Background: an optimization exercise with open tools, aiming at small area. Do not read the settings as production practice.
Where RTL was checked, it was by simulation tests only, not by an equivalence proof against the original.
Function not checked in runs 3 and 4: the RTL went through the layout flow alone.
No run shown here takes its clock network from TritonCTS; it comes from the design's own scripts or RTL.
No driver is modelled on the clock port, so clock power and skew are understated where the tree is cut down; a real chip needs a root buffer or a tree.
Power figures rest on the tool's default switching activity, not on a simulated workload.

**config.mk**
```make
export PLATFORM = sky130hd
export DESIGN_NAME = FSM_LightStand
export DESIGN_NICKNAME = FSM_LightStand
export VERILOG_FILES = /design/flow/design.v
export SDC_FILE = /design/flow/constraint.sdc
export NUM_CORES = 4
export LEC_CHECK = 0
export CAP_MARGIN = 20
export CORE_MARGIN = 2
export CORE_UTILIZATION = 40
export SLEW_MARGIN = 20
```
**constraint.sdc**
```tcl
create_clock -name core_clock -period 10.0 [get_ports {i_clk}]
set_input_delay 2.0000 -clock core_clock [delete_from_list [all_inputs] [get_ports {i_clk}]]
set_output_delay 2.0000 -clock core_clock [all_outputs]
set_load 0.01 [all_outputs]
```
**design.v**
```verilog
`timescale 1ns / 1ps
module ClockDivider(
    input i_clk,
    input i_reset,
    output o_wrap,
    output o_pre_last
    );
    localparam [13:0] C_RESET = 14'b00111010110010;
    localparam [13:0] C_9899  = 14'b00101010001010;
    localparam [13:0] C_LAST  = 14'b11100011001110;
    reg [13:0] r_lo;
    assign o_wrap     = &{r_lo[13], r_lo[12], r_lo[11], ~r_lo[10], r_lo[7], r_lo[6], ~r_lo[5], r_lo[3], r_lo[2], r_lo[1], ~r_lo[0]};
    assign o_pre_last = &{~r_lo[12], r_lo[11], ~r_lo[10], r_lo[9], ~r_lo[8], r_lo[7], ~r_lo[6], ~r_lo[5], ~r_lo[4], r_lo[3], ~r_lo[2], ~r_lo[0]};
    wire w_fb = ~(r_lo[13] ^ r_lo[1] ^ r_lo[3] ^ r_lo[12]) ^ o_wrap;
    always @(posedge i_clk or posedge i_reset) begin
        if (i_reset) r_lo <= C_RESET;
        else         r_lo <= {r_lo[12:0], w_fb};
    end
endmodule
`timescale 1ns / 1ps
module Counter(
    input i_clk,
    input i_reset,
    input i_wrap,
    input i_pre_last,
    output [3:0] o_hi
    );
    reg [3:0] r_hi;
    reg [3:0] w_next;
    assign o_hi = r_hi;
    wire w_hi9  = r_hi[3] & r_hi[0] & ~r_hi[1];
    wire w_hi10 = r_hi[3] & r_hi[1];
    always @(*) begin
        case (r_hi)
            4'b0000: w_next = 4'b0001;
            4'b0001: w_next = 4'b0011;
            4'b0011: w_next = 4'b0010;
            4'b0010: w_next = 4'b0110;
            4'b0110: w_next = 4'b0111;
            4'b0111: w_next = 4'b0101;
            4'b0101: w_next = 4'b0100;
            4'b0100: w_next = 4'b1100;
            4'b1100: w_next = 4'b1101;
            4'b1101: w_next = 4'b1111;
            default: w_next = 4'b0000;
        endcase
    end
    always @(posedge i_clk or posedge i_reset) begin
        if (i_reset)
            r_hi <= 4'b0000;
        else if (w_hi9 ? i_pre_last : i_wrap)
            r_hi <= w_next;
    end
endmodule
`timescale 1ns / 1ps
module Comparator(
    input [3:0] i_hi,
    output o_light_1, o_light_2, o_light_3, o_light_4
    );
    assign o_light_1 = (i_hi == 4'b0000);
    assign o_light_2 = ~i_hi[3] & ~i_hi[2];
    assign o_light_3 = ~i_hi[3] & ~(i_hi[2] & ~i_hi[1] & ~i_hi[0]);
    assign o_light_4 = ~(i_hi[3] & i_hi[1]);
endmodule
`timescale 1ns / 1ps
module ButtonController(
    input i_clk,
    input i_reset,
    input i_button,
    output o_release
    );
    localparam [19:0] S_0   = 20'b01101011001000111000;
    localparam [19:0] S_END = 20'b10110101100100011100;
    reg r_prevState;
    reg [19:0] r_lfsr;
    wire w_en   = i_button ^ r_prevState;
    wire w_term = &{r_lfsr[19], ~r_lfsr[18], r_lfsr[17], r_lfsr[16], ~r_lfsr[15], r_lfsr[14], ~r_lfsr[13], r_lfsr[12], r_lfsr[11], ~r_lfsr[10], ~r_lfsr[9], r_lfsr[8], ~r_lfsr[7], ~r_lfsr[6], ~r_lfsr[5], r_lfsr[4], r_lfsr[3], r_lfsr[2], ~r_lfsr[1]};
    wire w_fb   = ~(r_lfsr[19] ^ r_lfsr[2]) ^ w_term;
    assign o_release = w_en & w_term & r_prevState;
    always @(posedge i_clk or posedge i_reset) begin
        if (i_reset) begin
            r_prevState <= 1'b0;
            r_lfsr <= S_0;
        end
        else if (w_en) begin
            r_lfsr <= {r_lfsr[18:0], w_fb};
            if (w_term) r_prevState <= ~r_prevState;
        end
    end
endmodule
`timescale 1ns / 1ps
module FSM_Light(
    input i_clk,
    input i_reset,
    input [2:0] i_button,
    output [4:1] o_level
    );
    reg [4:1] r_level;
    assign o_level = r_level;
    always @(posedge i_clk or posedge i_reset) begin
        if (i_reset)
            r_level <= 4'b0000;
        else if (i_button[0])
            r_level <= {r_level[3:1], 1'b1};
        else if (i_button[1])
            r_level <= {1'b0, r_level[4:2]};
        else if (i_button[2])
            r_level <= 4'b0000;
    end
endmodule
`timescale 1ns / 1ps
module MUX(
    input i_clk,
    input i_reset,
    input [4:1] i_x,
    input [4:1] i_level,
    output o_y
    );
    reg r_y;
    assign o_y = r_y;
    always @(posedge i_clk or posedge i_reset) begin
        if (i_reset)
            r_y <= 1'b0;
        else
            r_y <= i_level[1] & (i_x[1] | (i_level[2] & (i_x[2] | (i_level[3] & (i_x[3] | (i_level[4] & i_x[4]))))));
    end
endmodule
`timescale 1ns / 1ps
module FSM_LightStand(
    input i_clk,
    input i_reset,
    input [2:0] i_button,
    output o_pwm_light
    );
    wire w_wrap, w_pre_last;
    ClockDivider clkdiv(
        .i_clk(i_clk),
        .i_reset(i_reset),
        .o_wrap(w_wrap),
        .o_pre_last(w_pre_last)
    );
    wire [3:0] w_hi;
    Counter count(
        .i_clk(i_clk),
        .i_reset(i_reset),
        .i_wrap(w_wrap),
        .i_pre_last(w_pre_last),
        .o_hi(w_hi)
    );
    wire [4:1] w_light;
    Comparator comp(
        .i_hi(w_hi),
        .o_light_1(w_light[1]),
        .o_light_2(w_light[2]),
        .o_light_3(w_light[3]),
        .o_light_4(w_light[4])
    );
    wire [2:0] w_release;
    ButtonController UpBTN(
        .i_clk(i_clk),
        .i_reset(i_reset),
        .i_button(i_button[0]),
        .o_release(w_release[0])
    );
    ButtonController DownBTN(
        .i_clk(i_clk),
        .i_reset(i_reset),
        .i_button(i_button[1]),
        .o_release(w_release[1])
    );
    ButtonController OffBTN(
        .i_clk(i_clk),
        .i_reset(i_reset),
        .i_button(i_button[2]),
        .o_release(w_release[2])
    );
    wire [4:1] w_level;
    FSM_Light fsm_led(
        .i_clk(i_clk),
        .i_reset(i_reset),
        .i_button(w_release),
        .o_level(w_level)
    );
    MUX pwmsel(
        .i_clk(i_clk),
        .i_reset(i_reset),
        .i_x(w_light),
        .i_level(w_level),
        .o_y(o_pwm_light)
    );
endmodule
```
**flow/run.sh**
```bash
#!/bin/bash
# The standard synthesis and layout, with these layout changes:
#  - the clock tree is one level of 3 clock buffers clkbuf_16 (flow/pre_cts.tcl)
#  - port buffers are the smallest buffer cell
#  - repair_design aims at the library's cap and slew limits (no margin)
set -euo pipefail
export FLOW_CLK_BUF=sky130_fd_sc_hd__clkbuf_16
export FLOW_CLK_K=3
bash standard.sh \
  "PRE_CTS_TCL=$PWD/flow/pre_cts.tcl" \
  "BUFFER_PORTS_ARGS=-buffer_cell sky130_fd_sc_hd__buf_1" \
  CAP_MARGIN=0 SLEW_MARGIN=0 CORE_UTILIZATION=70 GPL_TIMING_DRIVEN=0  \
  finish > flow_run.log 2>&1
```
**flow/pre_cts.tcl**
```tcl
proc clock_tree_synthesis { args } {
  set block [ord::get_db_block]
  set net [$block findNet i_clk]
  set k $::env(FLOW_CLK_K)
  set pins {}
  set xs {}
  set ys {}
  foreach it [$net getITerms] {
    set b [[$it getInst] getBBox]
    lappend pins "[[$it getInst] getName]/[[$it getMTerm] getName]"
    lappend xs [expr { ([$b xMin] + [$b xMax]) / 2.0 }]
    lappend ys [expr { ([$b yMin] + [$b yMax]) / 2.0 }]
  }
  set n [llength $pins]
  # initial centres: sinks spread along the sorted x+y order
  set order [lsort -real -indices [lmap x $xs y $ys { expr { $x + 0.7 * $y } }]]
  set cx {}
  set cy {}
  for { set c 0 } { $c < $k } { incr c } {
    set i [lindex $order [expr { int(($c + 0.5) * $n / $k) }]]
    lappend cx [lindex $xs $i]
    lappend cy [lindex $ys $i]
  }
  # k-means with at most ceil(n/k) sinks per group: each round assigns
  # the sink-group pairs in order of distance, skipping full groups
  set cap [expr { ($n + $k - 1) / $k }]
  for { set iter 0 } { $iter < 30 } { incr iter } {
    set pairs {}
    set i 0
    foreach x $xs y $ys {
      for { set c 0 } { $c < $k } { incr c } {
        lappend pairs [list [expr { abs($x - [lindex $cx $c]) + abs($y - [lindex $cy $c]) }] $i $c]
      }
      incr i
    }
    set assign [lrepeat $n -1]
    set fill [lrepeat $k 0]
    foreach p [lsort -real -index 0 $pairs] {
      lassign $p d i c
      if { [lindex $assign $i] >= 0 || [lindex $fill $c] >= $cap } { continue }
      lset assign $i $c
      lset fill $c [expr { [lindex $fill $c] + 1 }]
    }
    set ncx {}
    set ncy {}
    for { set c 0 } { $c < $k } { incr c } {
      set sx 0.0
      set sy 0.0
      set m 0
      foreach a $assign x $xs y $ys {
        if { $a == $c } {
          set sx [expr { $sx + $x }]
          set sy [expr { $sy + $y }]
          incr m
        }
      }
      if { $m > 0 } {
        lappend ncx [expr { $sx / $m }]
        lappend ncy [expr { $sy / $m }]
      } else {
        lappend ncx [lindex $cx $c]
        lappend ncy [lindex $cy $c]
      }
    }
    set cx $ncx
    set cy $ncy
  }
  for { set c 0 } { $c < $k } { incr c } {
    set loads {}
    foreach a $assign p $pins {
      if { $a == $c } { lappend loads [get_pins $p] }
    }
    if { [llength $loads] == 0 } { continue }
    set x [ord::dbu_to_microns [expr { int([lindex $cx $c]) }]]
    set y [ord::dbu_to_microns [expr { int([lindex $cy $c]) }]]
    puts "clock buffer $c: [llength $loads] sinks at $x $y"
    insert_buffer -buffer_cell $::env(FLOW_CLK_BUF) -net i_clk -load_pins $loads \
      -location [list $x $y] -buffer_name clkbuf_$c -net_name clk_$c
  }
  set_propagated_clock [all_clocks]
}
```
**standard.sh**
```bash
#!/bin/bash
# synth_recipe.tcl (not shown) runs the flow's synth.tcl, then flattens the netlist and writes it again
# the make line also repeats each setting of config.mk as NAME=value (left out here)
make -C /OpenROAD-flow-scripts/flow DESIGN_CONFIG=/design/flow/config.mk WORK_HOME=/design/flow/orfs CLKGATE_MAP_FILE= SYNTH_SCRIPT=/design/flow/synth_recipe.tcl "${@:-finish}"
```
==> results of run 1 <==
## cells in the mapped netlist (all sizes together)
library cell   n
mux2          60
dfrtp         52
dfstp         34
nand2          9
o21ai          8
xnor2          8
clkbuf         7
inv            6
nand3          6
nand4          6
nor2           6
a31oi          5
nand4b         5
nor3           4
or4b           4
a21boi         2
a21oi          2
and3           2
or2            2
or4            2
a32o           1
a41oi          1
ha             1
mux2i          1
nand3b         1
nand4bb        1
nor2b          1
nor3b          1
nor4           1
nor4b          1
o211ai         1
o21bai         1
or3            1
or4bb          1
xor2           1
## per-stage QoR
step,instance area [um^2],instances
global placement,3600,317
CTS,3710,321
global route,3710,321
floorplan,3500,245
finish,3710,321
detailed placement,3630,318
## cell families (layout without fill, tap and decap cells)
| group | count (synthesis) | in the layout | share of synthesized area [%] |
|---|---|---|---|
| flops | 86 | 86 | 62.7 |
| simple gates | 54 | 54 | 9.62 |
| buf+inv | 13 | 22 | 1.39 |
| compound gates | 21 | 21 | 4.04 |
| fa+ha+maj | 1 | 1 | 0.358 |
| xor+xnor | 9 | 9 | 2.25 |
| mux | 61 | 61 | 19.6 |
## routing by layer
metal | track usage, % | vias to the layer above | part of all wire [%]
li1 | - | 909 | -
met1 | 27.3 | 947 | 49
met2 | 34.0 | 10 | 48
met3 | 1.20 | 7 | 1.4
met4 | 2.78 | 0 | 1.4
met5 | 0 | - | 0
## worst min path at each step
stage,from,end,slack [ps],cells after the start
2_1_floorplan,clkdiv.r_lo[8],clkdiv.r_lo[9],350,0
3_3_place_gp,clkdiv.r_lo[9],clkdiv.r_lo[10],350,0
3_5_place_dp,clkdiv.r_lo[9],clkdiv.r_lo[10],360,0
4_1_cts,clkdiv.r_lo[9],clkdiv.r_lo[10],370,0
5_1_grt,clkdiv.r_lo[4],clkdiv.r_lo[5],380,0
6_report,clkdiv.r_lo[9],clkdiv.r_lo[10],370,0
## sequential cells by signal (all words and copies together) (netlist names), named ones only
| register | cells |
|---|---|
| OffBTN.r_lfsr | 20 |
| clkdiv.r_lo | 14 |
| OffBTN.r_prevState | 1 |
| fsm_led.r_level | 4 |
| UpBTN.r_lfsr | 20 |
| pwmsel.r_y | 1 |
| DownBTN.r_prevState | 1 |
| DownBTN.r_lfsr | 20 |
| count.r_hi | 3 |
| UpBTN.r_prevState | 1 |
## worst max-delay path, stage by stage
cell and delay, ps:
buf_1 100, xnor2_1 290, clkbuf_1 460, mux2_2 400
## power groups by stage
stage                     Clock (W)  Combinational (W)  Sequential (W)
after global routing       0.000151           0.000207        0.000620
final                      0.000136           0.000187        0.000599
after floorplan                   0           0.000166        0.000572
after global placement            0           0.000178        0.000600
after detailed placement          0           0.000187        0.000604
after CTS                  0.000139           0.000190        0.000600
## final cells by class, clock buffers not listed
type                            count  area (um^2)  share of cell area [%]
Sequential cell                    86         2190                    59.2
Multi-Input combinational cell    146         1250                    33.9
Tap cell                           67         83.8                    2.26
Timing Repair Buffer                6         46.3                    1.25
Buffer                              7         26.3                   0.709
Inverter                            6         25.0                   0.675
==> results_dict.tcl, run 1 <==
set metrics [dict create \
    netlist_area_mm2 0.00350 \
    period_share_pct 32.0 \
    p_per_area_mw_per_mm2 249 \
    max_freq_mhz 312 \
    critPathLaunch "i_button[2]" \
    route.detailed.drc 0 \
    clkTransAtPathRegs_ps 100 \
    rsz0062_at_grt "false" \
    clock_skew_ps 6.63 \
    syn-mean-instance-area_um2 14.3 \
    overflow 0 \
    required_ps 10050 \
    setup_tns_ps 0 \
    yosysUniqueCellTypes 39 \
    place_ws_ps 6610 \
    die_width_um 74.7 \
    worst-path-max-fanout 10 \
    r2r-end "fsm_led.r_level[1]" \
    power_leakage_nw 1.46 \
    design.core.area_mm2 0.00479 \
    port_buffers 5 \
    antenna_found_initial 0 \
    layout_commonest_cell "mux2_2" \
    switching_share_pct 25.3 \
    rr_worst_depth 5 \
    crit_type "primary input to flip-flop" \
    cts_setup_buffers 0 \
    synth_top_area_share_pct 37.2 \
    wl_um 4990 \
    final_util_pct 77.4 \
    most-common-layout-cells "mux2_2, dfrtp_1, dfstp_2, nand2_1, xnor2_1" \
    p_total_w 0.000922 \
    gp_congestion 0.767 \
    dr.pass1.iters 4 \
    area_delta_synth_final_pct 5.94 \
    reg2reg_from "OffBTN.r_lfsr[17]" \
    insertion_delay_ps 160 \
    pwr-share-comb_pct 20.3 \
    clkPwrFrac_pct 14.8 \
    pin_count 6 \
    switchingPower_w 0.000233 \
    drive_gt1_share_pct 41.7 \
    p_seq_share_pct 64.9 \
    die_h_um 74.7 \
    dpl.hpwl_um 3360 \
    cts_resized 0 \
    p_int_w 0.000689 \
    viasPerCell 5.83 \
    design.die.area_mm2 0.00558 \
    synthTopCellsByArea "dfrtp_1, dfstp_2, mux2_2, xnor2_1, nand4b_1" \
    rrSetupSlack_ps 7800 \
    track_usage_pct 19.2 \
    routedWlPerCell_um 15.5 \
    holdCritPathClass "flip-flop to flip-flop" \
    first_global_vias 1884 \
    ctsHoldBuffers 0 \
    outcome "finished clean" \
    grt_max_degree 50 \
    finalSetupViolations 0 \
    period_needed_ps 3200 \
    cap_violations 0 \
    finalHoldViolations 0 \
    crit_end "OffBTN.r_lfsr[8]" \
    synthesis.instances 245 \
    yosysTopAreaCell "dfrtp_1" \
    n_antenna_cell 0 \
    nets 262 \
    ant_nets 0 \
    vdd_ir_drop_max_uv 162 \
    report.final.slew_viol_count 0 \
    num_vias 1873 \
    relSlewSlack_pct 61.6 \
    synth-seq-area-share_pct 62.7 \
    start_kind "primary input" \
    fin_ws_ps 6800 \
    yosysWarnings 5 \
    worst_pin_slew_ps 576 \
    n_fill_cell 305 \
    grt_pass1_wl_um 8580 \
    row_count 25 \
    syn_nets 251 \
    whs_ps 368 \
    endpoint_kind "flip-flop" \
    ys_ff_latch 86 \
    cp_data_arrival_time_ps 3260 \
    start_util_pct 73.1 \
    initialDrtViolationCount 101 \
]
==> run 2, diff against run 1 <==
--- a/flow/run.sh
+++ b/flow/run.sh
@@ -11,3 +11,3 @@
   "BUFFER_PORTS_ARGS=-buffer_cell sky130_fd_sc_hd__buf_1" \
-  CAP_MARGIN=0 SLEW_MARGIN=0 CORE_UTILIZATION=70 GPL_TIMING_DRIVEN=0  \
+  CAP_MARGIN=0 SLEW_MARGIN=0 CORE_UTILIZATION=70  \
   finish > flow_run.log 2>&1
==> run 2 against run 1 <==
Net effect: hold slack better by 8.4 ps; sequential share of layout area is 0.42 points higher; area after synthesis stayed put; final cell count is 1.2% lower; sequential cell count stayed put; critical path depth is 1 lower; total power is 0.13% higher; combinational power hardly changed; sequential power hardly changed; first-iteration DRC count is 13% lower.
==> results_dict.tcl, run 2 <==
set metrics [dict create \
    synth_edf_count 0 \
    finalSetupViolations 0 \
    row_count 25 \
    relSlewSlack_pct 47.3 \
    reg2reg_from "OffBTN.r_lfsr[17]" \
    insertion_delay_ps 170 \
    n_antenna_cell 0 \
    setup_tns_ps 0 \
    yosysTopAreaCell "dfrtp_1" \
    r2r-end "fsm_led.r_level[3]" \
    clock_skew_ps 14.0 \
    grt_max_degree 46 \
    viasPerCell 5.92 \
    overflow 0 \
    nets 258 \
    hold_start "clkdiv.r_lo[9]" \
    route.detailed.drc 0 \
    first_global_vias 1894 \
    clkPwrFrac_pct 14.8 \
    rsz0062_at_grt "false" \
    ys_top_cells_by_count "mux2_2, dfrtp_1, dfstp_2, nand2_1, xnor2_1" \
    port_buffers 5 \
    syn_nets 251 \
    grtUsageMet1_pct 28.6 \
    yosysUniqueCellTypes 39 \
    ctsHoldBuffers 0 \
    track_usage_pct 20.4 \
    syn-mean-instance-area_um2 14.3 \
    worst-path-max-fanout 45 \
    report.final.slew_viol_count 0 \
    max_freq_mhz 333 \
    whs_ps 377 \
    wl_um 5260 \
    synth.most_common_cell "mux2_2" \
    reg_top3 "DownBTN.r_lfsr (20), OffBTN.r_lfsr (20), UpBTN.r_lfsr (20)" \
    p_int_w 0.000689 \
    power_leakage_nw 1.45 \
    routedWlPerCell_um 16.6 \
    synth_ff_type "dfrtp_1" \
    antenna_found_initial 0 \
    clkTransAtPathRegs_ps 110 \
    cap_violations 0 \
    area_delta_synth_final_pct 5.19 \
    synth-seq-area-share_pct 62.7 \
    crit_type "primary input to asynchronous set/reset pin" \
    grtUsageMet3_pct 1.87 \
    ys_ff_latch 86 \
    gp_congestion 0.762 \
    netlist_area_mm2 0.00350 \
    grt_use_met2_pct 35.4 \
    design.core.area_mm2 0.00479 \
    cts_resized 0 \
    busiest_layer "met2" \
    vdd_ir_drop_max_uv 205 \
    dpl.hpwl_um 3630 \
    hold_depth 0 \
    endpoint_kind "asynchronous set/reset pin" \
    outcome "finished clean" \
    start_util_pct 73.1 \
    pwr-share-comb_pct 20.2 \
    die_width_um 74.7 \
    p_per_area_mw_per_mm2 251 \
    rrSetupSlack_ps 7770 \
    place_ws_ps 6740 \
    num_vias 1877 \
    most-common-layout-cells "mux2_2, dfrtp_1, dfstp_2, nand2_1, xnor2_1" \
    initialDrtViolationCount 88 \
    design.die.area_mm2 0.00558 \
    dr.pass1.iters 4 \
    required_ps 10270 \
    drive_gt1_share_pct 43.6 \
    min_to "clkdiv.r_lo[10]" \
    finalHoldViolations 0 \
    fin_ws_ps 7000 \
    synthesis.instances 245 \
    layout_commonest_cell "mux2_2" \
    holdCritPathClass "flip-flop to flip-flop" \
    ant_nets 0 \
    switching_share_pct 25.3 \
    worst_pin_slew_ps 790 \
    period_share_pct 30.0 \
    cp_data_arrival_time_ps 3270 \
    seqCellArea_mm2 0.00219 \
    grt_pass1_wl_um 8940 \
    cts_setup_buffers 0 \
    rr_worst_depth 5 \
    start_kind "primary input" \
    period_needed_ps 3000 \
    synthTopCellsByArea "dfrtp_1, dfstp_2, mux2_2, xnor2_1, nand4b_1" \
    yosysWarnings 5 \
    multiInputGateArea_mm2 0.00125 \
    synth_top_area_share_pct 37.2 \
    switchingPower_w 0.000234 \
    async_reset_ff_share_pct 100 \
    p_seq_share_pct 65.0 \
    n_fill_cell 295 \
    pin_count 6 \
    die_h_um 74.7 \
]
run 2: cell counts after synthesis:
Identical to the previous run, type by type.
run 2: cells by family after synthesis:
group / synth area share (%)
XOR/XNOR: 2.25
buffers and inverters: 1.39
AND/OR/NAND/NOR: 9.62
adder cells (fa/ha/maj): 0.358
AO/OA/AOI/OAI: 4.04
flip-flops: 62.7
multiplexers: 19.6
run 2: stage by stage:
step	instance area (um^2)	util, %	cells	total power (W)
after floorplan	3500	-	245	0.000738
after CTS	3680	76.9	317	0.000931
after detailed placement	3600	75.3	314	0.000796
after global routing	3680	76.9	317	0.000978
final	3680	76.9	317	0.000923
after global placement	3600	75.3	314	0.000772
run 2: how the worst max path moves through the flow:
stage | slack (ps) | end | startpoint | depth (start not counted)
global route | 6730 | DownBTN.r_lfsr[6] | i_reset | 3
CTS | 6930 | DownBTN.r_lfsr[17] | i_reset | 3
global placement | 6810 | UpBTN.r_lfsr[3] | i_reset | 3
finish | 7000 | UpBTN.r_lfsr[15] | i_reset | 3
detailed placement | 6740 | UpBTN.r_lfsr[18] | i_reset | 3
floorplan | 5830 | DownBTN.r_lfsr[0] | i_reset | 1
run 2: metal layers:
layer	routed length [um]	up-vias
met2	2630	20
met1	2400	946
met3	122	12
met5	0	-
li1	-	899
met4	113	0
run 2: critical path, cell delays in order:
cell and delay, ps:
buf_1 80, inv_2 570, buf_4 590
run 2: power groups by stage:
stage / registers [W] / clock network, W / logic [W]
2_1_floorplan: 0.000572 / 0 / 0.000166
3_3_place_gp: 0.000595 / 0 / 0.000177
3_5_place_dp: 0.000607 / 0 / 0.000189
4_1_cts: 0.000600 / 0.000142 / 0.000189
5_1_grt: 0.000621 / 0.000151 / 0.000205
6_report: 0.000600 / 0.000137 / 0.000187
run 2: area by class of cell, clock buffers not listed:
type,instances,share of cell area (%)
Inverter,6,0.612
Multi-Input combinational cell,146,34.1
Sequential cell,86,59.6
Tap cell,67,2.28
Timing Repair Buffer,9,1.33
==> run 3, diff against run 2 <==
--- a/design.v
+++ b/design.v
@@ -7,9 +7,9 @@
     );
-    localparam [13:0] C_RESET = 14'b00111010110010;
-    localparam [13:0] C_9899  = 14'b00101010001010;
-    localparam [13:0] C_LAST  = 14'b11100011001110;
+    localparam [13:0] C_RESET = 14'b01101100010101;
+    localparam [13:0] C_9899  = 14'b10111110011110;
+    localparam [13:0] C_LAST  = 14'b00100010110011;
     reg [13:0] r_lo;
-    assign o_wrap     = &{r_lo[13], r_lo[12], r_lo[11], ~r_lo[10], r_lo[7], r_lo[6], ~r_lo[5], r_lo[3], r_lo[2], r_lo[1], ~r_lo[0]};
-    assign o_pre_last = &{~r_lo[12], r_lo[11], ~r_lo[10], r_lo[9], ~r_lo[8], r_lo[7], ~r_lo[6], ~r_lo[5], ~r_lo[4], r_lo[3], ~r_lo[2], ~r_lo[0]};
-    wire w_fb = ~(r_lo[13] ^ r_lo[1] ^ r_lo[3] ^ r_lo[12]) ^ o_wrap;
+    assign o_wrap     = &{~r_lo[13], ~r_lo[12], r_lo[11], ~r_lo[10], ~r_lo[8], r_lo[7], ~r_lo[6], r_lo[5], r_lo[4], ~r_lo[3], r_lo[1], r_lo[0]};
+    assign o_pre_last = &{r_lo[13], ~r_lo[12], r_lo[11], r_lo[10], r_lo[8], r_lo[7], ~r_lo[6], r_lo[4], r_lo[3], r_lo[2], ~r_lo[0]};
+    wire w_fb = ~(r_lo[13] ^ r_lo[0] ^ r_lo[3] ^ r_lo[7]) ^ o_wrap;
     always @(posedge i_clk or posedge i_reset) begin
@@ -97,13 +97,20 @@
     );
-    reg [4:1] r_level;
-    assign o_level = r_level;
+    reg [2:0] r_level;
+    wire w_top = r_level[2] & ~r_level[0];    
+    wire w_bot = ~r_level[1] & ~r_level[0];   
+    assign o_level[1] = r_level[1] | r_level[0];
+    assign o_level[2] = r_level[1];
+    assign o_level[3] = r_level[2];
+    assign o_level[4] = w_top;
     always @(posedge i_clk or posedge i_reset) begin
         if (i_reset)
-            r_level <= 4'b0000;
-        else if (i_button[0])
-            r_level <= {r_level[3:1], 1'b1};
-        else if (i_button[1])
-            r_level <= {1'b0, r_level[4:2]};
+            r_level <= 3'b000;
+        else if (i_button[0]) begin
+            if (!w_top) r_level <= {r_level[1:0], ~r_level[2]};
+        end
+        else if (i_button[1]) begin
+            if (!w_bot) r_level <= {~r_level[0], r_level[2:1]};
+        end
         else if (i_button[2])
-            r_level <= 4'b0000;
+            r_level <= 3'b000;
     end
==> run 3 against run 2 <==
Net effect: still clean on timing, DRC and antenna; wire length is 1.9% lower; synthesized cell count is 1.6% higher; final cell count is 0.95% higher; sequential cell count is 1 lower; maximum frequency is 10% lower; critical endpoint is now OffBTN.r_lfsr[14]; highest routed layer unchanged.
==> results_dict.tcl, run 3 <==
set metrics [dict create \
    dr.pass1.iters 4 \
    ys_ff_latch 85 \
    syn_nets 255 \
    first_global_vias 1897 \
    num_vias 1882 \
    report.final.slew_viol_count 0 \
    routedWlPerCell_um 16.1 \
    slowest_stage "xnor2_2" \
    cp_data_arrival_time_ps 3400 \
    overflow 0 \
    track_usage_pct 19.4 \
    syn-mean-instance-area_um2 14.1 \
    cp_cell_sequence "buf_1 > xnor2_2 > mux2_2" \
    crit_family "XOR/XNOR gates" \
    netlist_area_mm2 0.00351 \
    period_needed_ps 3350 \
    n_fill_cell 270 \
    ant_nets 0 \
    synth-seq-area-share_pct 61.8 \
    initialDrtViolationCount 58 \
    grt_max_degree 86 \
    die_width_um 74.8 \
    grt_pass1_wl_um 8710 \
    synthesis.instances 249 \
    design.die.area_mm2 0.00560 \
    endpoint_kind "flip-flop" \
    ys_top_cells_by_count "mux2_2, dfrtp_1, dfstp_2, nand2_1, nor2_1" \
    rsz0062_at_grt "false" \
    wl_um 5160 \
    whs_ps 372 \
    synth_top_area_share_pct 36.3 \
    power_leakage_nw 1.47 \
    n_antenna_cell 0 \
    worst-path-max-fanout 21 \
    viasPerCell 5.88 \
    synth_edf_count 0 \
    cts_resized 0 \
    holdCritPathClass "flip-flop to flip-flop" \
    ctsHoldBuffers 0 \
    finalSetupViolations 0 \
    p_per_area_mw_per_mm2 250 \
    row_count 25 \
    synth.most_common_cell "mux2_2" \
    yosysUniqueCellTypes 42 \
    clkTransAtPathRegs_ps 90 \
    most-common-layout-cells "mux2_2, dfrtp_1, dfstp_2, nand2_1, nor2_1" \
    antenna_found_initial 0 \
    synth_ff_type "dfrtp_1" \
    crit_type "primary input to flip-flop" \
    required_ps 10050 \
    max_freq_mhz 298 \
    relSlewSlack_pct 28.4 \
    synthTopCellsByArea "dfrtp_1, dfstp_2, mux2_2, nand2_1, xnor2_1" \
    outcome "finished clean" \
    dpl.hpwl_um 3630 \
    finalHoldViolations 0 \
    clock_skew_ps 7.27 \
    period_share_pct 33.5 \
    async_reset_ff_share_pct 100 \
    cpPeakStageDelay_ps 850 \
    route.detailed.drc 0 \
    cts_setup_buffers 0 \
    start_kind "primary input" \
    vdd_ir_drop_max_uv 163 \
    worst_pin_slew_ps 1070 \
    area_delta_synth_final_pct 5.17 \
    insertion_delay_ps 160 \
    setup_tns_ps 0 \
    gp_congestion 0.807 \
    design.core.area_mm2 0.00479 \
    nets 261 \
    yosysWarnings 5 \
    reg_top3 "DownBTN.r_lfsr (20), OffBTN.r_lfsr (20), UpBTN.r_lfsr (20)" \
    yosysTopAreaCell "dfrtp_1" \
    drive_gt1_share_pct 43.9 \
    cap_violations 0 \
    die_h_um 74.8 \
    pin_count 6 \
    crit_buf_inv 1 \
    layout_commonest_cell "mux2_2" \
    port_buffers 5 \
    start_util_pct 73.4 \
]
run 3: final timing paths:
kind,depth (start not counted),slack (ps),start,endpoint
max,3,6650,i_button[2],OffBTN.r_lfsr[14]
min reg2reg,0,370,clkdiv.r_lo[11],clkdiv.r_lo[12]
min,0,370,clkdiv.r_lo[11],clkdiv.r_lo[12]
max reg2reg,6,7860,UpBTN.r_lfsr[4],fsm_led.r_level[2]
min in group asynchronous,3,2120,i_reset,OffBTN.r_lfsr[16]
max in group asynchronous,3,7270,i_reset,clkdiv.r_lo[5]
run 3: cell families (layout without fill, tap and decap cells):
group           Yosys count  after routing  share of synthesized area, %
compound gates           19             19                          3.78
xor+xnor                  9              9                          2.24
fa+ha+maj                 1              1                         0.356
buf+inv                  13             17                          1.39
flops                    85             85                          61.8
mux                      64             64                          20.5
simple gates             58             58                          9.94
run 3: layout make-up, clock buffers not listed:
type	instances	area, um^2	share of cell area, %
sequential	85	2170	58.7
multi-input combinational	151	1300	35.2
inverter	6	22.5	0.610
timing repair buffer	8	41.3	1.12
tap	67	83.8	2.27
run 3: worst reg2reg max path, cell delays in order, from the launching register on:
cell     delay, ps
dfstp_2        550
or4b_1         450
nor4_2         210
and4b_4        320
or2_4          150
mux2_4         300
o21ai_2        100
run 3: metal layers:
metal	share of wire (%)	global-route usage (%)	up-vias
met5	0	0	-
met4	1.1	2.98	0
met3	1.8	1.20	5
met2	50	34.1	24
met1	48	27.6	950
li1	-	-	903
run 3: per-stage QoR:
step	setup slack, ps	cells	area (um^2)	util [%]	power (W)
2_1_floorplan	5860	249	3510	-	0.000741
3_3_place_gp	6580	317	3620	75.6	0.000772
4_1_cts	6670	320	3690	77.2	0.000935
3_5_place_dp	6480	317	3620	75.6	0.000802
5_1_grt	6600	320	3690	77.2	0.000980
6_report	6650	320	3690	77.2	0.000924
run 3: power by group:
part	internal [W]	total, W	switching, W
clock network	0.0000553	0.000131	0.0000760
logic	0.000124	0.000192	0.0000681
registers	0.000507	0.000600	0.0000933
total	0.000686	0.000924	0.000237
==> run 4, diff against run 3 <==
--- a/flow/run.sh
+++ b/flow/run.sh
@@ -9,3 +9,3 @@
 bash standard.sh \
-  "PRE_CTS_TCL=$PWD/flow/pre_cts.tcl" \
+  "PRE_CTS_TCL=$PWD/flow/pre_cts.tcl" "POST_CTS_TCL=$PWD/flow/post_cts.tcl" \
   "BUFFER_PORTS_ARGS=-buffer_cell sky130_fd_sc_hd__buf_1" \
==> flow/post_cts.tcl (new file) <==
# After CTS and its timing repair: move each combinational cell and buffer
# to the smallest cell of the same function (same name but for the drive
# strength) that leaves no max-slew or max-capacitance violation and keeps
# setup and hold slack above a margin. Flip-flops and clock buffers keep
# their cells.
proc my_violations { } {
  set bad 0
  if { [sta::max_slew_violation_count] > 0 } { set bad 1 }
  if { [sta::max_capacitance_violation_count] > 0 } { set bad 1 }
  if { [worst_slack -max] < 1.0 } { set bad 1 }
  if { [worst_slack -min] < 0.1 } { set bad 1 }
  return $bad
}

proc my_downsize { } {
  estimate_parasitics -placement
  if { [my_violations] } {
    puts "my_downsize: violations before downsizing; skipped"
    return
  }
  set saved 0.0
  set n 0
  foreach inst [get_cells *] {
    set name [get_full_name $inst]
    set ref [get_property $inst ref_name]
    if { [string match clkbuf_* $name] } { continue }
    if { ![regexp {^(sky130_fd_sc_hd__[a-z0-9]+)_([0-9]+)$} $ref -> base size] } { continue }
    if { [regexp {__(df|sdf|edf|sedf|dl|tap|fill|decap|conb|diode)} $ref] } { continue }
    set cur_area [get_property [get_lib_cells $ref] area]
    set cands {}
    foreach lc [get_lib_cells ${base}_*] {
      set lname [get_name $lc]
      if { ![regexp {^sky130_fd_sc_hd__[a-z0-9]+_[0-9]+$} $lname] } { continue }
      if { [get_property $lc dont_use] } { continue }
      set a [get_property $lc area]
      if { $a < $cur_area - 1e-6 } { lappend cands [list $a $lname] }
    }
    foreach cand [lsort -real -index 0 $cands] {
      lassign $cand a lname
      replace_cell $inst $lname
      if { [my_violations] } {
        replace_cell $inst $ref
      } else {
        puts "my_downsize: $name $ref -> $lname"
        set saved [expr { $saved + $cur_area - $a }]
        incr n
        break
      }
    }
  }
  puts "my_downsize: $n cells, [format %.2f $saved] um2 saved"
}
my_downsize
==> run 4 against run 3 <==
Net effect: clock skew up 1.9 ps; still clean; via count up 1.1%; highest routed layer unchanged; hold slack about the same; largest power group unchanged; synthesized cell count unchanged; total power decreased by 0.25%; sequential power is essentially flat; sequential share of layout area rose by 0.68 points.
==> results_dict.tcl, run 4 <==
set metrics [dict create \
    n_antenna_cell 0 \
    synthTopCellsByArea "dfrtp_1, dfstp_2, mux2_2, nand2_1, xnor2_1" \
    pin_count 6 \
    layout_commonest_cell "mux2_2" \
    async_reset_ff_share_pct 100 \
    dpl_cell_area_mm2 0.00362 \
    cp_cell_sequence "buf_1 > xor2_1 > buf_1 > mux2_2" \
    antenna_found_initial 0 \
    synth_ff_type "dfrtp_1" \
    row_count 25 \
    route.detailed.drc 0 \
    worst-path-max-fanout 21 \
    synth_simple_gate_area_share_pct 9.94 \
    cpPeakStageDelay_ps 770 \
    design.die.area_mm2 0.00560 \
    synth_xor_area_share_pct 2.24 \
    gp_congestion 0.807 \
    routedWlPerCell_um 16.2 \
    syn_nets 255 \
    setup_tns_ps 0 \
    grt_max_degree 86 \
    overflow 0 \
    die_width_um 74.8 \
    dpl.hpwl_um 3630 \
    synth_top_area_share_pct 36.3 \
    p_total_w 0.000921 \
    fin_ws_ps 6550 \
    ys_ff_latch 85 \
    num_vias 1903 \
    yosysTopAreaCell "dfrtp_1" \
    yosysWarnings 5 \
    syn-mean-instance-area_um2 14.1 \
    place_ws_ps 6480 \
    grt_pass1_wl_um 8770 \
    finalHoldViolations 0 \
    max_freq_mhz 290 \
    design.core.area_mm2 0.00479 \
    period_needed_ps 3450 \
    drive_gt1_share_pct 39.9 \
    n_fill_cell 282 \
    report.final.slew_viol_count 0 \
    netlist_area_mm2 0.00351 \
    vdd_ir_drop_max_uv 163 \
    cap_violations 0 \
    synthAdderAreaFrac_pct 0.356 \
    yosysUniqueCellTypes 42 \
    multiInputGateArea_mm2 0.00127 \
    p_per_area_mw_per_mm2 252 \
    wl_um 5190 \
    port_buffers 5 \
    synth_edf_count 0 \
    ant_nets 0 \
    cp_data_arrival_time_ps 3500 \
    viasPerCell 5.95 \
    synth.most_common_cell "mux2_2" \
    relSlewSlack_pct 29.1 \
    clkTransAtPathRegs_ps 100 \
    clock_skew_ps 9.13 \
    synth-seq-area-share_pct 61.8 \
    finalSetupViolations 0 \
    ys_top_cells_by_count "mux2_2, dfrtp_1, dfstp_2, nand2_1, nor2_1" \
    nets 261 \
    track_usage_pct 19.5 \
    crit_buf_inv 2 \
    required_ps 10050 \
    dr.pass1.iters 4 \
    slowest_stage "buf_1" \
    outcome "finished clean" \
    final_area_mm2 0.00365 \
    initialDrtViolationCount 61 \
    crit_family "buffers and inverters" \
    most-common-layout-cells "mux2_2, dfrtp_1, dfstp_2, nand2_1, nor2_1" \
    area_delta_synth_final_pct 3.95 \
    seqCellArea_mm2 0.00217 \
    endpoint_kind "flip-flop" \
    crit_type "primary input to flip-flop" \
    power_leakage_nw 1.45 \
    worst_pin_slew_ps 1060 \
    insertion_delay_ps 160 \
    period_share_pct 34.5 \
    start_util_pct 73.4 \
    rsz0062_at_grt "false" \
    reg_top3 "DownBTN.r_lfsr (20), OffBTN.r_lfsr (20), UpBTN.r_lfsr (20)" \
    synth_compound_area_share_pct 3.78 \
    cpMostUsedCell "buf_1" \
    start_kind "primary input" \
    yosys-mux-area-fraction_pct 20.5 \
    holdCritPathClass "flip-flop to flip-flop" \
    first_global_vias 1919 \
    synth_top_family_by_area "multiplexers" \
    synthesis.instances 249 \
    die_h_um 74.8 \
]
-- run 4: cell counts after synthesis --
Identical to the previous run, type by type.
-- run 4: metrics by stage --
stage,hold WS (ps),instances,util [%]
floorplan,354,249,-
global placement,360,317,75.6
detailed placement,364,317,75.6
global route,387,320,76.3
finish,373,320,76.3
-- run 4: power breakdown --
| part | internal, W | switching, W |
|---|---|---|
| Sequential | 0.000506 | 0.0000927 |
| Combinational | 0.000124 | 0.0000670 |
| Clock | 0.0000553 | 0.0000762 |
-- run 4: path summary, 6_finish.rpt --
kind | cells past startpoint | startpoint | slack (ps) | endpoint
worst min register to register | 0 | clkdiv.r_lo[11] | 370 | clkdiv.r_lo[12]
worst min-delay path | 0 | clkdiv.r_lo[11] | 370 | clkdiv.r_lo[12]
worst max register to register | 6 | UpBTN.r_lfsr[4] | 7560 | fsm_led.r_level[2]
min in group asynchronous | 3 | i_reset | 2110 | OffBTN.r_lfsr[16]
max in group asynchronous | 3 | i_reset | 7250 | clkdiv.r_lo[5]
worst max-delay path | 4 | i_button[1] | 6550 | DownBTN.r_lfsr[8]
-- run 4: layout make-up, clock buffers not listed --
class	instances	share of cell area, %
Sequential cell	85	59.4
Tap cell	67	2.30
Timing Repair Buffer	8	0.925
Multi-Input combinational cell	151	34.7
Inverter	6	0.617
-- run 4: worst register-to-register path, stage by stage, from the launching register on --
cell	delay, ps
dfstp_2	550
or4b_1	440
nor4_1	290
and4b_1	380
or2_0	240
mux2_1	340
o21ai_0	140
-- run 4: kinds of logic (layout without fill, tap and decap cells) --
group | count (synthesis) | in the layout
flip-flops | 85 | 85
multiplexers | 64 | 64
AND/OR/NAND/NOR | 58 | 58
AO/OA/AOI/OAI | 19 | 19
buffers and inverters | 13 | 17
XOR/XNOR | 9 | 9
adder cells (fa/ha/maj) | 1 | 1
-- run 4: routing by layer --
metal	global-route usage (%)	routed length [um]
met2	33.9	2570
met5	0	0
met3	1.34	158
met4	3.37	59
met1	27.9	2400
==> run 5, diff against run 4 <==
--- a/design.v
+++ b/design.v
@@ -7,9 +7,9 @@
     );
-    localparam [13:0] C_RESET = 14'b01101100010101;
-    localparam [13:0] C_9899  = 14'b10111110011110;
-    localparam [13:0] C_LAST  = 14'b00100010110011;
+    localparam [13:0] C_RESET = 14'b00111010110010;
+    localparam [13:0] C_9899  = 14'b00101010001010;
+    localparam [13:0] C_LAST  = 14'b11100011001110;
     reg [13:0] r_lo;
-    assign o_wrap     = &{~r_lo[13], ~r_lo[12], r_lo[11], ~r_lo[10], ~r_lo[8], r_lo[7], ~r_lo[6], r_lo[5], r_lo[4], ~r_lo[3], r_lo[1], r_lo[0]};
-    assign o_pre_last = &{r_lo[13], ~r_lo[12], r_lo[11], r_lo[10], r_lo[8], r_lo[7], ~r_lo[6], r_lo[4], r_lo[3], r_lo[2], ~r_lo[0]};
-    wire w_fb = ~(r_lo[13] ^ r_lo[0] ^ r_lo[3] ^ r_lo[7]) ^ o_wrap;
+    assign o_wrap     = &{r_lo[13], r_lo[12], r_lo[11], ~r_lo[10], r_lo[7], r_lo[6], ~r_lo[5], r_lo[3], r_lo[2], r_lo[1], ~r_lo[0]};
+    assign o_pre_last = &{~r_lo[12], r_lo[11], ~r_lo[10], r_lo[9], ~r_lo[8], r_lo[7], ~r_lo[6], ~r_lo[5], ~r_lo[4], r_lo[3], ~r_lo[2], ~r_lo[0]};
+    wire w_fb = ~(r_lo[13] ^ r_lo[1] ^ r_lo[3] ^ r_lo[12]) ^ o_wrap;
     always @(posedge i_clk or posedge i_reset) begin
@@ -97,20 +97,13 @@
     );
-    reg [2:0] r_level;
-    wire w_top = r_level[2] & ~r_level[0];    
-    wire w_bot = ~r_level[1] & ~r_level[0];   
-    assign o_level[1] = r_level[1] | r_level[0];
-    assign o_level[2] = r_level[1];
-    assign o_level[3] = r_level[2];
-    assign o_level[4] = w_top;
+    reg [4:1] r_level;
+    assign o_level = r_level;
     always @(posedge i_clk or posedge i_reset) begin
         if (i_reset)
-            r_level <= 3'b000;
-        else if (i_button[0]) begin
-            if (!w_top) r_level <= {r_level[1:0], ~r_level[2]};
-        end
-        else if (i_button[1]) begin
-            if (!w_bot) r_level <= {~r_level[0], r_level[2:1]};
-        end
+            r_level <= 4'b0000;
+        else if (i_button[0])
+            r_level <= {r_level[3:1], 1'b1};
+        else if (i_button[1])
+            r_level <= {1'b0, r_level[4:2]};
         else if (i_button[2])
-            r_level <= 3'b000;
+            r_level <= 4'b0000;
     end
==> run 5 against run 4 <==
Net effect: still clean; combinational power fell by 3%; register-to-register slack got worse by 230 ps; core utilization unchanged; final cell count fell by 0.94%; first-iteration DRC count rose by 44%; largest power group unchanged; highest routed layer unchanged.
==> results_dict.tcl, run 5 <==
set metrics [dict create \
    cp_data_arrival_time_ps 3490 \
    routedWlPerCell_um 16.6 \
    switchingPower_w 0.000234 \
    drive_gt1_share_pct 41.6 \
    wl_um 5270 \
    syn-mean-instance-area_um2 14.3 \
    placed_cells_incl_taps 314 \
    ys_ff_latch 86 \
    worst_pin_slew_ps 1030 \
    area_delta_synth_final_pct 4.36 \
    overflow 0 \
    layout_commonest_cell "mux2_2" \
    route.detailed.drc 0 \
    design.core.area_mm2 0.00479 \
    die_h_um 74.7 \
    p_per_area_mw_per_mm2 253 \
    endpoint_kind "flip-flop" \
    grtUsageMet1_pct 28.6 \
    final_cells 317 \
    netlist_area_mm2 0.00350 \
    synth-seq-area-share_pct 62.7 \
    die_width_um 74.7 \
    grt_pass1_wl_um 8940 \
    antenna_found_initial 0 \
    insertion_delay_ps 170 \
    p_seq_share_pct 65.0 \
    async_reset_ff_share_pct 100 \
    relSlewSlack_pct 31.0 \
    finalHoldViolations 0 \
    reg_top3 "DownBTN.r_lfsr (20), OffBTN.r_lfsr (20), UpBTN.r_lfsr (20)" \
    worst-path-max-fanout 21 \
    nets 258 \
    design.die.area_mm2 0.00558 \
    dr.pass1.iters 4 \
    required_ps 10050 \
    most-common-layout-cells "mux2_2, dfrtp_1, dfstp_2, nand2_1" \
    start_util_pct 73.1 \
    ant_nets 0 \
    pwr-share-comb_pct 20.2 \
    first_global_vias 1901 \
    grt_use_met2_pct 35.4 \
    crit_type "primary input to flip-flop" \
    row_count 25 \
    synthTopCellsByArea "dfrtp_1, dfstp_2, mux2_2, xnor2_1, nand4b_1" \
    period_needed_ps 3440 \
    synth_ff_type "dfrtp_1" \
    holdCritPathClass "flip-flop to flip-flop" \
    p_int_w 0.000688 \
    n_antenna_cell 0 \
    clkTransAtPathRegs_ps 110 \
    switching_share_pct 25.4 \
    max_freq_mhz 291 \
    final_util_pct 76.3 \
    grtUsageMet3_pct 1.87 \
    synth.most_common_cell "mux2_2" \
    rsz0062_at_grt "false" \
    power_leakage_nw 1.44 \
    vdd_ir_drop_max_uv 205 \
    synth_edf_count 0 \
    report.final.slew_viol_count 0 \
    grt_max_degree 46 \
    gp_congestion 0.762 \
    pin_count 6 \
    syn_nets 251 \
    synthesis.instances 245 \
    clkPwrFrac_pct 14.8 \
    synth_top_area_share_pct 37.2 \
    num_vias 1898 \
    initialDrtViolationCount 88 \
    setup_tns_ps 0 \
    period_share_pct 34.4 \
    start_kind "primary input" \
    finalSetupViolations 0 \
    viasPerCell 5.99 \
    yosysWarnings 5 \
    yosysTopAreaCell "dfrtp_1" \
    outcome "finished clean" \
    yosysUniqueCellTypes 39 \
    ys_top_cells_by_count "mux2_2, dfrtp_1, dfstp_2, nand2_1, xnor2_1" \
    dpl.hpwl_um 3630 \
    clock_skew_ps 14.1 \
    whs_ps 377 \
    cap_violations 0 \
    port_buffers 5 \
    track_usage_pct 20.4 \
    busiest_layer "met2" \
]
[run 5: metal layers]
layer | wire, um | part of all wire [%] | vias up
met2 | 2600 | 49 | 30
met5 | 0 | 0 | -
met4 | 113 | 2.1 | 0
li1 | - | - | 902
met1 | 2430 | 46 | 954
met3 | 130 | 2.5 | 12
[run 5: final timing paths]
| kind | to | slack [ps] | cells after the start | from |
|---|---|---|---|---|
| max | OffBTN.r_lfsr[6] | 6560 | 4 | i_button[2] |
| min | clkdiv.r_lo[11] | 380 | 0 | clkdiv.r_lo[10] |
| max reg2reg | flip-flop | 7330 | 5 | clkdiv.r_lo[9] |
| min reg2reg | clkdiv.r_lo[11] | 380 | 0 | clkdiv.r_lo[10] |
| max in group asynchronous | UpBTN.r_lfsr[0] | 6630 | 3 | i_reset |
| min in group asynchronous | pwmsel.r_y | 1950 | 2 | i_reset |
[run 5: final cells by class, clock buffers not listed]
type | count | area, um^2
fill | 301 | 1130
inverter | 6 | 22.5
sequential | 86 | 2190
tap | 67 | 83.8
timing repair buffer | 9 | 35.0
multi-input combinational | 146 | 1240
[run 5: stage by stage]
stage / power, W / instance area (um^2) / setup slack (ps)
finish: 0.000922 / 3650 / 6560
global route: 0.000977 / 3650 / 6260
detailed placement: 0.000796 / 3600 / 6740
global placement: 0.000772 / 3600 / 6810
floorplan: 0.000738 / 3500 / 5830
[run 5: power groups by stage]
stage | Sequential [W] | Combinational (W) | Clock, W
after global routing | 0.000621 | 0.000204 | 0.000151
final | 0.000599 | 0.000186 | 0.000137
after floorplan | 0.000572 | 0.000166 | 0
after detailed placement | 0.000607 | 0.000189 | 0
after global placement | 0.000595 | 0.000177 | 0
[run 5: cells by family (layout without fill, tap and decap cells)]
group / Yosys count / count (layout) / share of synthesized area [%]
AOI/OAI and AO/OA: 21 / 21 / 4.04
xor gates and xnor gates: 9 / 9 / 2.25
adders and majority gates: 1 / 1 / 0.358
buffers and inverters: 13 / 18 / 1.39
DFF: 86 / 86 / 62.7
muxes: 61 / 61 / 19.6
and+or+nand+nor: 54 / 54 / 9.62
[run 5: worst max-delay path: stages]
cell	delay, ps
buf_1	150
xnor2_1	130
buf_1	780
mux2_2	420
==> run 6, diff against run 5 <==
--- a/flow/run.sh
+++ b/flow/run.sh
@@ -7,3 +7,4 @@
 export FLOW_CLK_BUF=sky130_fd_sc_hd__clkbuf_16
-export FLOW_CLK_K=3
+export FLOW_CLK_K=4
+export FLOW_CLK_SLEW_PS=95
 bash standard.sh \
--- a/flow/post_cts.tcl
+++ b/flow/post_cts.tcl
@@ -53 +53,34 @@
 my_downsize
+
+proc my_clk_pin_slew { buf } {
+  set worst 0.0
+  set net [get_nets -of_objects [get_pins [get_full_name $buf]/X]]
+  foreach pin [get_pins -of_objects $net -filter "direction == input"] {
+    foreach p {slew_max_rise slew_max_fall} {
+      set s [sta::time_ui_sta [get_property $pin $p]]
+      if { $s > $worst } { set worst $s }
+    }
+  }
+  return $worst
+}
+
+proc my_downsize_clock { } {
+  set limit [expr { $::env(FLOW_CLK_SLEW_PS) * 1e-12 }]
+  estimate_parasitics -placement
+  foreach buf [get_cells clkbuf_*] {
+    set ref [get_property $buf ref_name]
+    set s [my_clk_pin_slew $buf]
+    puts "my_downsize_clock: [get_full_name $buf] $ref slew [format %.1f [expr { $s * 1e12 }]] ps"
+    foreach cand {sky130_fd_sc_hd__clkbuf_4 sky130_fd_sc_hd__clkbuf_8} {
+      if { [get_property [get_lib_cells $cand] area] >= [get_property [get_lib_cells $ref] area] } { continue }
+      replace_cell $buf $cand
+      set s2 [my_clk_pin_slew $buf]
+      if { $s2 <= $limit && ![my_violations] } {
+        puts "my_downsize_clock: [get_full_name $buf] $ref -> $cand slew [format %.1f [expr { $s2 * 1e12 }]] ps"
+        break
+      }
+      replace_cell $buf $ref
+    }
+  }
+}
+if { [info exists ::env(FLOW_CLK_SLEW_PS)] } { my_downsize_clock }
==> run 6 against run 5 <==
Net effect: largest power group unchanged; combinational power about the same; wire length increased by 0.74%; hold slack got worse by 4.1 ps; sequential share of layout area decreased by 0.41 points; total power increased by 1.5%; clock skew decreased by 6.9 ps; first-iteration DRC count increased by 30%; worst setup slack got worse by 48 ps; global-route usage decreased by 0.058 points; critical path type unchanged.
==> results_dict.tcl, run 6 <==
set metrics [dict create \
    insertion_delay_ps 150 \
    viasPerCell 6.02 \
    outcome "finished clean" \
    final_cells 318 \
    period_share_pct 34.9 \
    clkTransAtPathRegs_ps 80 \
    initialDrtViolationCount 114 \
    placed_cells_incl_taps 314 \
    yosysUniqueCellTypes 39 \
    fin_ws_ps 6510 \
    clock_skew_ps 7.23 \
    die_h_um 74.7 \
    route.detailed.drc 0 \
    relSlewSlack_pct 30.0 \
    netlist_area_mm2 0.00350 \
    routedWlPerCell_um 16.7 \
    antenna_found_initial 0 \
    grt_pass1_wl_um 8890 \
    setup_tns_ps 0 \
    start_kind "primary input" \
    ant_nets 0 \
    finalSetupViolations 0 \
    required_ps 10030 \
    die_width_um 74.7 \
    finalHoldViolations 0 \
    track_usage_pct 20.3 \
    worst_pin_slew_ps 1050 \
    syn_nets 251 \
    period_needed_ps 3490 \
    synth-seq-area-share_pct 62.7 \
    max_freq_mhz 287 \
    ys_ff_latch 86 \
    row_count 25 \
    dpl.hpwl_um 3630 \
    async_reset_ff_share_pct 100 \
    synth_edf_count 0 \
    cap_violations 0 \
    rsz0062_at_grt "false" \
    grt_max_degree 46 \
    num_vias 1914 \
    power_leakage_nw 1.45 \
    crit_type "primary input to flip-flop" \
    multiInputGateArea_mm2 0.00124 \
    report.final.slew_viol_count 0 \
    wl_um 5310 \
    synthTopCellsByArea "dfrtp_1, dfstp_2, mux2_2, xnor2_1, nand4b_1" \
    first_global_vias 1924 \
    overflow 0 \
    cp_cell_sequence "buf_1 > xnor2_1 > buf_1 > mux2_2" \
    design.core.area_mm2 0.00479 \
    cpMostUsedCell "buf_1" \
    design.die.area_mm2 0.00558 \
    gp_congestion 0.762 \
    final_util_pct 76.8 \
    n_fill_cell 289 \
    holdCritPathClass "flip-flop to flip-flop" \
    nets 259 \
    port_buffers 5 \
    place_ws_ps 6740 \
    cp_data_arrival_time_ps 3520 \
    pin_count 6 \
    endpoint_kind "flip-flop" \
    synth_top_area_share_pct 37.2 \
    synth_ff_type "dfrtp_1" \
    syn-mean-instance-area_um2 14.3 \
    layout_commonest_cell "mux2_2" \
    reg_top3 "DownBTN.r_lfsr (20), OffBTN.r_lfsr (20), UpBTN.r_lfsr (20)" \
    whs_ps 373 \
    synth.most_common_cell "mux2_2" \
    yosysTopAreaCell "dfrtp_1" \
    dr.pass1.iters 4 \
    worst-path-max-fanout 21 \
    synthesis.instances 245 \
    cpPeakStageDelay_ps 790 \
    n_antenna_cell 0 \
    start_util_pct 73.1 \
    vdd_ir_drop_max_uv 185 \
    area_delta_synth_final_pct 5.08 \
    most-common-layout-cells "mux2_2, dfrtp_1, dfstp_2, nand2_1" \
    seqCellArea_mm2 0.00219 \
    ys_top_cells_by_count "mux2_2, dfrtp_1, dfstp_2, nand2_1, xnor2_1" \
    drive_gt1_share_pct 41.8 \
    slowest_stage "buf_1" \
    p_per_area_mw_per_mm2 255 \
    yosysWarnings 5 \
]
[run 6: logic make-up (layout without fill, tap and decap cells)]
group                    count (synthesis)  count (layout)  synth area share (%)
AO/OA/AOI/OAI                           21              21                  4.04
XOR/XNOR                                 9               9                  2.25
adder cells (fa/ha/maj)                  1               1                 0.358
buffers and inverters                   13              19                  1.39
flip-flops                              86              86                  62.7
multiplexers                            61              61                  19.6
AND/OR/NAND/NOR                         54              54                  9.62
[run 6: final timing paths]
path / start / slack, ps / depth (start not counted) / endpoint
worst max-delay path: i_button[2] / 6510 / 4 / OffBTN.r_lfsr[1]
worst min-delay path: clkdiv.r_lo[10] / 370 / 0 / clkdiv.r_lo[11]
worst max register to register: clkdiv.r_lo[9] / 7310 / 5 / flip-flop
worst min register to register: clkdiv.r_lo[10] / 370 / 0 / clkdiv.r_lo[11]
max in group asynchronous: i_reset / 6590 / 3 / UpBTN.r_lfsr[14]
min in group asynchronous: i_reset / 1990 / 2 / pwmsel.r_y
[run 6: power by group]
| group | switching, W | total [W] | internal, W | leakage, nW |
|---|---|---|---|---|
| clock network | 0.0000781 | 0.000151 | 0.0000726 | 0.0493 |
| registers | 0.0000901 | 0.000599 | 0.000509 | 0.999 |
| logic | 0.0000625 | 0.000186 | 0.000123 | 0.403 |
[run 6: layer usage]
metal | GRT usage (%) | part of all wire [%] | wire length, um
met1 | 27.5 | 45 | 2400
met2 | 36.0 | 50 | 2660
met3 | 2.01 | 2.4 | 127
met4 | 4.96 | 2.3 | 123
met5 | 0 | 0 | 0
[run 6: cell type report, clock buffers not listed]
cell class | instances | share of cell area (%)
Sequential cell | 86 | 59.7
Tap cell | 67 | 2.28
Inverter | 6 | 0.613
Multi-Input combinational cell | 146 | 33.7
Timing Repair Buffer | 9 | 0.953
[run 6: critical path: cells and delay by family]
kind / cells / cell delay [ps]
buf+inv: 2 / 950
xor+xnor: 1 / 130
mux: 1 / 430
[run 6: through the flow]
stage	instance area [um^2]	power (W)
after floorplan	3500	0.000738
after global placement	3600	0.000772
after detailed placement	3600	0.000796
after global routing	3680	0.000990
final	3680	0.000936
==> run 7, diff against run 6 <==
--- a/flow/run.sh
+++ b/flow/run.sh
@@ -8,3 +8,3 @@
 export FLOW_CLK_K=4
-export FLOW_CLK_SLEW_PS=95
+export FLOW_CLK_SLEW_PS=118
 bash standard.sh \
@@ -12,3 +12,3 @@
   "BUFFER_PORTS_ARGS=-buffer_cell sky130_fd_sc_hd__buf_1" \
-  CAP_MARGIN=0 SLEW_MARGIN=0 CORE_UTILIZATION=70  \
+  CAP_MARGIN=0 SLEW_MARGIN=0 CORE_UTILIZATION=85  \
   finish > flow_run.log 2>&1
--- a/flow/post_cts.tcl
+++ b/flow/post_cts.tcl
@@ -86 +86,5 @@
 if { [info exists ::env(FLOW_CLK_SLEW_PS)] } { my_downsize_clock }
+
+# the cells changed in place; legalize again to be safe
+detailed_placement
+check_placement -verbose
==> run 7 against run 6 <==
Net effect: still clean on timing, DRC and antenna; largest power group unchanged; worst setup slack got worse by 34 ps; synthesized cell count is the same; clock power is essentially flat; core utilization grew 15 points; design area decreased by 0.71%.
==> results_dict.tcl, run 7 <==
set metrics [dict create \
    outcome "finished clean" \
    synth_edf_count 0 \
    final_cells 300 \
    cap_violations 0 \
    clock_skew_ps 12.4 \
    syn-mean-instance-area_um2 14.3 \
    pin_count 6 \
    worst-path-max-fanout 21 \
    finalSetupViolations 0 \
    dpl_cell_area_mm2 0.00358 \
    hold_depth 0 \
    die_h_um 68.2 \
    gp_congestion 0.776 \
    period_share_pct 35.2 \
    period_needed_ps 3520 \
    setup_tns_ps 0 \
    ant_nets 0 \
    endpoint_kind "flip-flop" \
    grt_max_degree 87 \
    synth-seq-area-share_pct 62.7 \
    routedWlPerCell_um 25.9 \
    track_usage_pct 37.0 \
    overflow 0 \
    syn_nets 251 \
    report.final.slew_viol_count 0 \
    synthesis.instances 245 \
    slowest_stage "buf_1" \
    clkTransAtPathRegs_ps 90 \
    dr.pass1.iters 5 \
    yosysTopAreaCell "dfrtp_1" \
    fin_ws_ps 6480 \
    port_buffers 5 \
    dpl.hpwl_um 4270 \
    area_delta_synth_final_pct 4.33 \
    rrSetupSlack_ps 7210 \
    synth_top_area_share_pct 37.2 \
    viasPerCell 7.12 \
    ys_top_cells_by_count "mux2_2, dfrtp_1, dfstp_2, nand2_1, xnor2_1" \
    p_total_w 0.000986 \
    power_leakage_nw 1.45 \
    n_antenna_cell 0 \
    vdd_ir_drop_max_uv 246 \
    rsz0062_at_grt "false" \
    placed_cells_incl_taps 296 \
    p_per_area_mw_per_mm2 270 \
    yosysWarnings 5 \
    rr_worst_depth 5 \
    wl_um 7760 \
    min_to "clkdiv.r_lo[5]" \
    hold_start "clkdiv.r_lo[4]" \
    finalHoldViolations 0 \
    layout_commonest_cell "mux2_2" \
    crit_buf_inv 2 \
    grt_pass1_wl_um 12100 \
    max_freq_mhz 284 \
    insertion_delay_ps 160 \
    reg_top3 "DownBTN.r_lfsr (20), OffBTN.r_lfsr (20), UpBTN.r_lfsr (20)" \
    drive_gt1_share_pct 42.4 \
    place_ws_ps 6440 \
    worst_pin_slew_ps 1120 \
    yosysUniqueCellTypes 39 \
    synth.most_common_cell "mux2_2" \
    async_reset_ff_share_pct 100 \
    crit_family "buffers and inverters" \
    netlist_area_mm2 0.00350 \
    holdCritPathClass "flip-flop to flip-flop" \
    most-common-layout-cells "mux2_2, dfrtp_1, dfstp_2, nand2_1" \
    final_area_mm2 0.00365 \
    die_width_um 68.2 \
    start_kind "primary input" \
    relSlewSlack_pct 24.6 \
    cpPeakStageDelay_ps 810 \
    synthTopCellsByArea "dfrtp_1, dfstp_2, mux2_2, xnor2_1, nand4b_1" \
    row_count 23 \
    first_global_vias 2253 \
    antenna_found_initial 0 \
    critPathLaunch "i_button[1]" \
    design.die.area_mm2 0.00465 \
    route.detailed.drc 0 \
    num_vias 2135 \
    start_util_pct 88.1 \
    required_ps 10040 \
    cpMostUsedCell "buf_1" \
    design.core.area_mm2 0.00397 \
    synth_ff_type "dfrtp_1" \
    cp_data_arrival_time_ps 3560 \
    reg2reg_from "clkdiv.r_lo[6]" \
    cp_cell_sequence "buf_1 > xnor2_1 > buf_1 > mux2_2" \
    ys_ff_latch 86 \
    nets 258 \
    initialDrtViolationCount 236 \
    crit_type "primary input to flip-flop" \
]
run 7: cell type report, clock buffers not listed:
cell class	count	area, um^2
Fill cell	115	322
Multi-Input combinational cell	146	1250
Tap cell	50	62.6
Sequential cell	86	2190
Inverter	6	22.5
Timing Repair Buffer	8	33.8
run 7: kinds of logic (layout without fill, tap and decap cells):
logic type,count (synthesis),in the layout,synth area share (%)
compound gates,21,21,4.04
fa+ha+maj,1,1,0.358
xor+xnor,9,9,2.25
buf+inv,13,18,1.39
flops,86,86,62.7
simple gates,54,54,9.62
mux,61,61,19.6
run 7: metrics by stage:
step	hold slack, ps	util, %
6_report	372	91.9
5_1_grt	374	91.9
3_5_place_dp	361	90.2
3_3_place_gp	357	90.2
2_1_floorplan	351	-
run 7: worst reg2reg max path: cells and delay by family (launching register included):
kind               cells  cell delay [ps]
AOI/OAI and AO/OA      3             1200
and+or+nand+nor        2             1030
DFF                    1              440
run 7: how the worst max path moves through the flow:
stage / cells after the start / slack, ps / end
finish: 4 / 6480 / DownBTN.r_lfsr[1]
floorplan: 1 / 5830 / DownBTN.r_lfsr[0]
global placement: 3 / 6610 / UpBTN.r_lfsr[10]
detailed placement: 3 / 6440 / UpBTN.r_lfsr[16]
global route: 4 / 6410 / DownBTN.r_lfsr[1]
run 7: metal layers:
| layer | wire length [um] | vias up | global-route usage (%) |
|---|---|---|---|
| li1 | - | 891 | - |
| met1 | 2900 | 1084 | 46.5 |
| met2 | 4100 | 127 | 66.0 |
| met3 | 488 | 33 | 6.25 |
| met4 | 270 | 0 | 11.3 |
| met5 | 0 | - | 0 |
run 7: report_power, final:
| part | internal (W) | switching [W] |
|---|---|---|
| clock network | 0.0000642 | 0.0000844 |
| logic | 0.000125 | 0.0000890 |
| registers | 0.000510 | 0.000113 |

## port drivers added, routing unchanged
Ports are ideal in the flow. The routed layouts listed here were re-timed in OpenROAD. Step 1 assumes that a clkbuf_16 drives the clock port and a buf_2 every other input. Step 2 also shifts input and output timing later by t, the mid clock arrival at the registers, as if the neighbouring blocks saw the same clock. Three values: ideal, step 1, step 2; two values: the first two.
run | t, ns | slack for setup (ns) | worst setup path at the end | clock arrival spread, ns | pins driven straight from the clock port
run 1 | 0.223 | 6.798 / 6.836 / 6.613 | input to register | 0.009 / 0.009 | 3
run 2 | 0.224 | 6.996 / 7.039 / 6.816 | input, reset recovery | 0.015 / 0.015 | 3
run 3 | 0.216 | 6.647 / 6.688 / 6.472 | input to register | 0.008 / 0.008 | 3
run 4 | 0.217 | 6.555 / 6.589 / 6.372 | input to register | 0.010 / 0.010 | 3
run 5 | 0.224 | 6.561 / 6.604 / 6.380 | input to register | 0.015 / 0.015 | 3
run 6 | 0.217 | 6.513 / 6.566 / 6.348 | input to register | 0.007 / 0.007 | 4
run 7 | 0.224 | 6.479 / 6.495 / 6.271 | input to register | 0.014 / 0.015 | 4
After both steps setup and hold are still met in every run listed. For run 7, which loses most, drivers alone change the setup slack by +0.016 ns; drivers and shift together by -0.208 ns. The worst setup slack also covers recovery checks on asynchronous resets.
